Background: an optimization exercise with open tools, aiming at a short achievable clock period and few clock cycles. Do not read the settings as production practice.
No driver is modelled on the clock port, so clocking that relies on it looks cheaper here than on a real chip.
Power figures rest on the tool's default switching activity, not on a simulated workload.

==> inputs of v22 <==
==> flow/design.v (excerpt) <==
module cpu(input clk, input rst_n, input [7:0] start_pc, input [15:0] ram_r_data,
           output waiting, output [15:0] out, output [15:0] ram_w_data, output N, output V, output Z, output [7:0] ram_addr, output ram_w_en);
==> flow/config.mk <==
export PLATFORM = sky130hd
export DESIGN_NAME = cpu
export DESIGN_NICKNAME = cpu
export VERILOG_FILES = /design/flow/design.v
export SDC_FILE = /design/flow/constraint.sdc
export NUM_CORES = 4
export LEC_CHECK = 0
export ABC_CLOCK_PERIOD_IN_PS = 2000
export CAP_MARGIN = 20
export CORE_MARGIN = 2
export CORE_UTILIZATION = 40
export PLACE_DENSITY = 0.6
export SETUP_SLACK_MARGIN = 3.6
export SLEW_MARGIN = 20
==> flow/constraint.sdc <==
create_clock -name core_clock -period 5.5 [get_ports {clk}]
set_input_delay 1.1000 -clock core_clock [delete_from_list [all_inputs] [get_ports {clk}]]
set_output_delay 1.1000 -clock core_clock [all_outputs]
set_load 0.01 [all_outputs]
standard.sh (not shown) runs the stock make flow with config.mk's settings and CLKGATE_MAP_FILE= SYNTH_SCRIPT=/design/flow/synth_recipe.tcl, a recipe that flattens the netlist after the stock synthesis.
==> flow/flow/run.sh <==
#!/bin/bash
# Layout flow: the standard flow, except for the clock tree.
#  1. standard synthesis, unchanged (bash standard.sh synth);
#  2. the rest of the standard flow, with flow/hand_cts.tcl run as ORFS's
#     PRE_CTS hook: it builds a two-level clock tree (root buffer, then one
#     leaf buffer per balanced group of registers). TritonCTS is then limited
#     to the clock port's net, which drives only the root buffer, so it adds
#     nothing; timing repair, routing and finishing are ORFS's own.
# Each step's make output goes to its own log here; ORFS's per-step logs are
# under orfs/logs.
set -euo pipefail
here=$(pwd)
bash standard.sh synth > synth.log 2>&1
bash standard.sh PRE_CTS_TCL="$here/flow/hand_cts.tcl" "CTS_ARGS=-clk_nets clk" finish > layout.log 2>&1
==> flow/flow/hand_cts.tcl <==
# Clock tree built by hand: the clock port drives one root buffer at the
# middle of the sinks, which drives one leaf buffer per group of registers;
# the groups are balanced (same number of registers each) and compact
# (registers sorted into columns by x, then each column into rows by y).
# TritonCTS is then told to leave these nets alone (CTS_ARGS -clk_nets clk).
proc hand_cts { ncols nrows } {
  set db [ord::get_db]
  set block [ord::get_db_block]
  set clknet [$block findNet clk]
  set bufm [$db findMaster sky130_fd_sc_hd__clkbuf_16]
  set pts {}
  foreach it [$clknet getITerms] {
    set l [[$it getInst] getLocation]
    lappend pts [list [lindex $l 0] [lindex $l 1] $it]
  }
  set n [llength $pts]
  set groups {}
  set bycol [lsort -integer -index 0 $pts]
  for {set c 0} {$c < $ncols} {incr c} {
    set a [expr {($n * $c) / $ncols}]
    set b [expr {($n * ($c + 1)) / $ncols - 1}]
    set col [lsort -integer -index 1 [lrange $bycol $a $b]]
    set m [llength $col]
    for {set r 0} {$r < $nrows} {incr r} {
      set a2 [expr {($m * $r) / $nrows}]
      set b2 [expr {($m * ($r + 1)) / $nrows - 1}]
      lappend groups [lrange $col $a2 $b2]
    }
  }
  foreach p $pts { [lindex $p 2] disconnect }
  set rootnet [odb::dbNet_create $block clk_root]
  $rootnet setSigType CLOCK
  set k 0
  set sx 0
  set sy 0
  foreach g $groups {
    set gx 0
    set gy 0
    foreach p $g { incr gx [lindex $p 0]; incr gy [lindex $p 1] }
    set gx [expr {$gx / [llength $g]}]
    set gy [expr {$gy / [llength $g]}]
    incr sx $gx
    incr sy $gy
    set lb [odb::dbInst_create $block $bufm clkleaf_$k]
    $lb setLocation $gx $gy
    $lb setPlacementStatus PLACED
    set ln [odb::dbNet_create $block clk_leaf_$k]
    $ln setSigType CLOCK
    [$lb findITerm A] connect $rootnet
    [$lb findITerm X] connect $ln
    foreach p $g { [lindex $p 2] connect $ln }
    incr k
  }
  set root [odb::dbInst_create $block $bufm clkroot]
  $root setLocation [expr {$sx / $k}] [expr {$sy / $k}]
  $root setPlacementStatus PLACED
  [$root findITerm A] connect $clknet
  [$root findITerm X] connect $rootnet
  puts "hand_cts: $n registers, $k leaf buffers"
  detailed_placement
}
hand_cts 4 6
==> inputs of v13, as changes to v22 <==
--- a/flow/design.v
+++ b/flow/design.v
@@ -53,11 +53,11 @@
   reg        ir_v;
   reg        d_movi, d_ldr, d_str, d_halt, d_wr, d_add, d_out, d_cmp, d_and, d_notb;
   reg [2:0]  d_dest;
   reg [7:0]  d_rn_oh, d_rm_oh, d_rd_oh;
   reg [6:0]  d_bsel;               
-  reg [2:0]  f_ex, f_wb, f_ld, f_rf;   
+  reg [2:0]  f_ex, f_wb, f_rf;       
   reg        stall_q;
   reg        cons_q;               
   reg [15:0] a_q, b_q;
   reg        ex_add, ex_and, ex_notb;    
   reg        ex_wr, ex_out, ex_cmp, ex_ldr, ex_str;
@@ -104,15 +104,15 @@
       rf_b = rf_b | ({16{d_rm_oh[j]}} & rf[j]);
       rf_c = rf_c | ({16{d_rd_oh[j]}} & rf[j]);
     end
   end
   wire [15:0] va = ({16{f_ex[2]}} & ex_l) | ({16{f_wb[2]}} & wb_res) |
-                   ({16{f_ld[2]}} & ram_r_data) | ({16{f_rf[2]}} & rf_a);
+                   ({16{f_rf[2]}} & rf_a);
   wire [15:0] vb = ({16{f_ex[1]}} & ex_l) | ({16{f_wb[1]}} & wb_res) |
-                   ({16{f_ld[1]}} & ram_r_data) | ({16{f_rf[1]}} & rf_b);
+                   ({16{f_rf[1]}} & rf_b);
   wire [15:0] vc = ({16{f_ex[0]}} & ex_l) | ({16{f_wb[0]}} & wb_res) |
-                   ({16{f_ld[0]}} & ram_r_data) | ({16{f_rf[0]}} & rf_c);
+                   ({16{f_rf[0]}} & rf_c);
   wire [15:0] sximm5 = {{11{ir[4]}}, ir[4:0]};
   wire [15:0] sximm8 = {{8{ir[7]}}, ir[7:0]};
   wire [15:0] b_d = ({16{d_bsel[6]}} & sximm8) | ({16{d_bsel[5]}} & sximm5) |
                     ({16{d_bsel[4]}} & vc) | ({16{d_bsel[3]}} & vb) |
                     ({16{d_bsel[2]}} & {vb[14:0], 1'b0}) |
@@ -132,45 +132,62 @@
   wire [2:0] h_dest; wire [7:0] h_rn, h_rm, h_rd; wire [6:0] h_bs;
   wire [2:0] h_x, h_w, h_l;
   idecoder DH(bq[0], d_dest, ex_dest, wb_dest, h_movi, h_ldr, h_str, h_halt, h_ra, h_rbu, h_rcu,
               h_wr, h_add, h_and, h_notb, h_cmp, h_out, h_dest, h_rn, h_rm, h_rd, h_bs,
               h_x, h_w, h_l);
+  wire r_movi, r_ldr, r_str, r_halt, r_ra, r_rbu, r_rcu, r_wr, r_add, r_and, r_notb, r_cmp, r_out;
+  wire [2:0] r_dest; wire [7:0] r_rn, r_rm, r_rd; wire [6:0] r_bs;
+  wire [2:0] r_x, r_w, r_l;
+  idecoder DR(ram_r_data, d_dest, ex_dest, wb_dest, r_movi, r_ldr, r_str, r_halt, r_ra, r_rbu, r_rcu,
+              r_wr, r_add, r_and, r_notb, r_cmp, r_out, r_dest, r_rn, r_rm, r_rd, r_bs,
+              r_x, r_w, r_l);
   wire [2:0] i_fw = {3{cw}} & i_w, i_fl = {3{cl}} & i_l;
   wire [2:0] i_use = {i_ra, i_rbu, i_rcu};
-  wire i_st = ex_ldr & |(i_use & i_fw);
+  wire i_st = (ex_ldr & |(i_use & i_fw)) | |(i_use & i_fl & ~i_fw);
   wire [2:0] h_fx = {3{cx}} & h_x, h_fw = {3{cw}} & h_w, h_fl = {3{cl}} & h_l;
   wire [2:0] h_use = {h_ra, h_rbu, h_rcu};
-  wire h_st = (d_add & |(h_use & h_fx)) | (ex_ldr & |(h_use & h_fw));
-  wire nx_v = ~take | bv[0];
+  wire h_st = (d_add & |(h_use & h_fx)) | (ex_ldr & |(h_use & h_fw)) |
+              |(h_use & h_fl & ~h_fw & ~h_fx);
+  wire [2:0] r_fx = {3{cx}} & r_x, r_fw = {3{cw}} & r_w, r_fl = {3{cl}} & r_l;
+  wire [2:0] r_use = {r_ra, r_rbu, r_rcu};
+  wire r_st = (d_add & |(r_use & r_fx)) | (ex_ldr & |(r_use & r_fw)) |
+              |(r_use & r_fl & ~r_fw & ~r_fx);
+  wire nx_v = ~take | bv[0] | arr_q;
   always @(posedge clk) begin
-    if (take) ir <= bq[0];
+    if (take) ir <= from_b ? bq[0] : ram_r_data;
     if (!take) begin
       d_movi <= i_movi; d_ldr <= i_ldr; d_str <= i_str; d_halt <= i_halt;
       d_wr <= i_wr; d_add <= i_add; d_and <= i_and; d_notb <= i_notb;
       d_cmp <= i_cmp; d_out <= i_out; d_dest <= i_dest;
       d_rn_oh <= i_rn; d_rm_oh <= i_rm; d_rd_oh <= i_rd; d_bsel <= i_bs;
-      f_ex <= 3'b000; f_wb <= i_fw; f_ld <= i_fl & ~i_fw; f_rf <= ~(i_fw | i_fl);
-    end else begin
+      f_ex <= 3'b000; f_wb <= i_fw; f_rf <= ~i_fw;
+    end else if (from_b) begin
       d_movi <= h_movi; d_ldr <= h_ldr; d_str <= h_str; d_halt <= h_halt;
       d_wr <= h_wr; d_add <= h_add; d_and <= h_and; d_notb <= h_notb;
       d_cmp <= h_cmp; d_out <= h_out; d_dest <= h_dest;
       d_rn_oh <= h_rn; d_rm_oh <= h_rm; d_rd_oh <= h_rd; d_bsel <= h_bs;
-      f_ex <= h_fx; f_wb <= h_fw & ~h_fx; f_ld <= h_fl & ~h_fw & ~h_fx;
-      f_rf <= ~(h_fx | h_fw | h_fl);
+      f_ex <= h_fx; f_wb <= h_fw & ~h_fx; f_rf <= ~(h_fx | h_fw);
+    end else begin
+      d_movi <= r_movi; d_ldr <= r_ldr; d_str <= r_str; d_halt <= r_halt;
+      d_wr <= r_wr; d_add <= r_add; d_and <= r_and; d_notb <= r_notb;
+      d_cmp <= r_cmp; d_out <= r_out; d_dest <= r_dest;
+      d_rn_oh <= r_rn; d_rm_oh <= r_rm; d_rd_oh <= r_rd; d_bsel <= r_bs;
+      f_ex <= r_fx; f_wb <= r_fw & ~r_fx; f_rf <= ~(r_fx | r_fw);
     end
     if (!rst_n) begin
       ir_v    <= 1'b0;
       stall_q <= 1'b0;
       cons_q  <= 1'b0;
     end else begin
       ir_v    <= nx_v;
-      stall_q <= ~take ? i_st : h_st;
-      cons_q  <= ~take ? (~i_halt & ~i_st) : (from_b & ~h_halt & ~h_st);
+      stall_q <= ~take ? i_st : from_b ? h_st : r_st;
+      cons_q  <= ~take ? (~i_halt & ~i_st) :
+                 from_b ? (~h_halt & ~h_st) : (arr_q & ~r_halt & ~r_st);
     end
   end
   wire pop  = from_b;
-  wire push = arr_q;
+  wire push = arr_q & ~(take & ~bv[0]);
   reg [15:0] sh_q [0:K-1];
   reg [K-1:0] sh_v;
   integer f;
   always @(*) begin
     for (f = 0; f < K; f = f + 1) begin
==> flow/run.sh (new file) <==
#!/bin/bash
# synth_recipe.tcl (not shown) runs the flow's synth.tcl, then flattens the netlist and writes it again
# the make line also repeats each setting of config.mk as NAME=value (left out here)
make -C /OpenROAD-flow-scripts/flow DESIGN_CONFIG=/design/flow/config.mk WORK_HOME=/design/flow/orfs CLKGATE_MAP_FILE= SYNTH_SCRIPT=/design/flow/synth_recipe.tcl finish
- SETUP_SLACK_MARGIN: 3.6 -> 3.4
removed: flow/flow/run.sh
removed: flow/flow/hand_cts.tcl
removed: flow/standard.sh
==> inputs of v12, as changes to v22 <==
==> flow/run.sh (new file) <==
#!/bin/bash
# synth_recipe.tcl (not shown) runs the flow's synth.tcl, then flattens the netlist and writes it again
# the make line also repeats each setting of config.mk as NAME=value (left out here)
make -C /OpenROAD-flow-scripts/flow DESIGN_CONFIG=/design/flow/config.mk WORK_HOME=/design/flow/orfs CLKGATE_MAP_FILE= SYNTH_SCRIPT=/design/flow/synth_recipe.tcl finish
- SETUP_SLACK_MARGIN: 3.6 -> 3.4
removed: flow/flow/run.sh
removed: flow/flow/hand_cts.tcl
removed: flow/standard.sh
==> summary of the runs <==
- v12 finished clean. v22 finished with timing, DRC and antenna clean. v13 passed the timing, DRC and antenna checks.
- Clock power: v22 < v13 < v12.
- Routed wire length, highest first: v22, v13, v12.
- Between v22 and v13, the lower synthesized cell count is in v22 (gap 5.2%, measured against v13).
- Synthesized area is the same in v22 and v12.
- Count of clock-buffer cells in the layout: v12 is higher than v13 (10).
- Combinational power: v13 > v22 > v12.
==> figures <==
Length of routed wiring on met1: v13 33.0 mm; v12 30.1 mm; v22 31.1 mm
Crit Reg-Reg Endpoint: v13 cons_q$_SDFF_PN0_; v12 b_q[13]$_DFF_P_; v22 b_q[7]$_DFF_P_
Slowest cell on crit path: v13 dfxtp_4; v12 dfxtp_2; v22 dfxtp_2
Run status: v13 complete, no violations; v12 complete, no violations; v22 complete, no violations
Horizontal die dimension: v13 249 µm; v12 247 µm; v22 247 µm
Number of non-clock buffers in the layout: v13 173; v12 186; v22 -
Achievable frequency: v13 456 MHz; v12 463 MHz; v22 459 MHz
Net Count, Synth: v13 2354; v12 2236; v22 2236
Terminating pin of the worst hold path: v13 wb_a15$_DFF_P_; v12 ex_notb$_DFF_P_; v22 ex_notb$_DFF_P_
Combinational power: v13 4.59 mW; v12 2.90 mW; v22 3.47 mW
Met2 capacity usage during global routing: v13 36.8%; v12 37.9%; v22 39.6%
Slew @ Worst Pin: v13 1.17 ns; v12 1.17 ns; v22 1.16 ns
Total power of the final layout: v13 13.8 mW; v12 11.8 mW; v22 10.5 mW
Function was not checked in any run of this note: the RTL went through the layout flow alone.

[what the ideal ports hide]
The results above use ideal ports. As a check the final layouts listed here were re-extracted and re-timed, cells and wires unchanged. Step 1: set_driving_cell puts a clkbuf_16 on clk and a buf_2 on each other input, an assumption about the parent block. Step 2 moves the port delays by t, midway between the first and last clock arrival at a register: inputs arrive t later, outputs are due t later. That takes back most of the time a late clock gives input paths. a / b / c = ideal / step 1 / step 2; a / b = the first two.
run | shift t [ns] | setup WS [ns] | worst setup path after step 2 | slew at the worst register clock pin (ns) | pins driven straight from the clock port
v22 | 0.679 | 3.321 / 3.259 / 3.019 | input to register | 0.10 / 0.10 | 1
v13 | 0.661 | 3.306 / 3.246 / 2.788 | input to register | 0.07 / 0.07 | 1
v12 | 0.665 | 3.342 / 3.285 / 2.721 | input to register | 0.07 / 0.07 | 1
After both steps every run listed still meets setup and hold. The setup slack of v12, which loses most, moves by -0.057 ns with the drivers and by -0.621 ns with both steps.
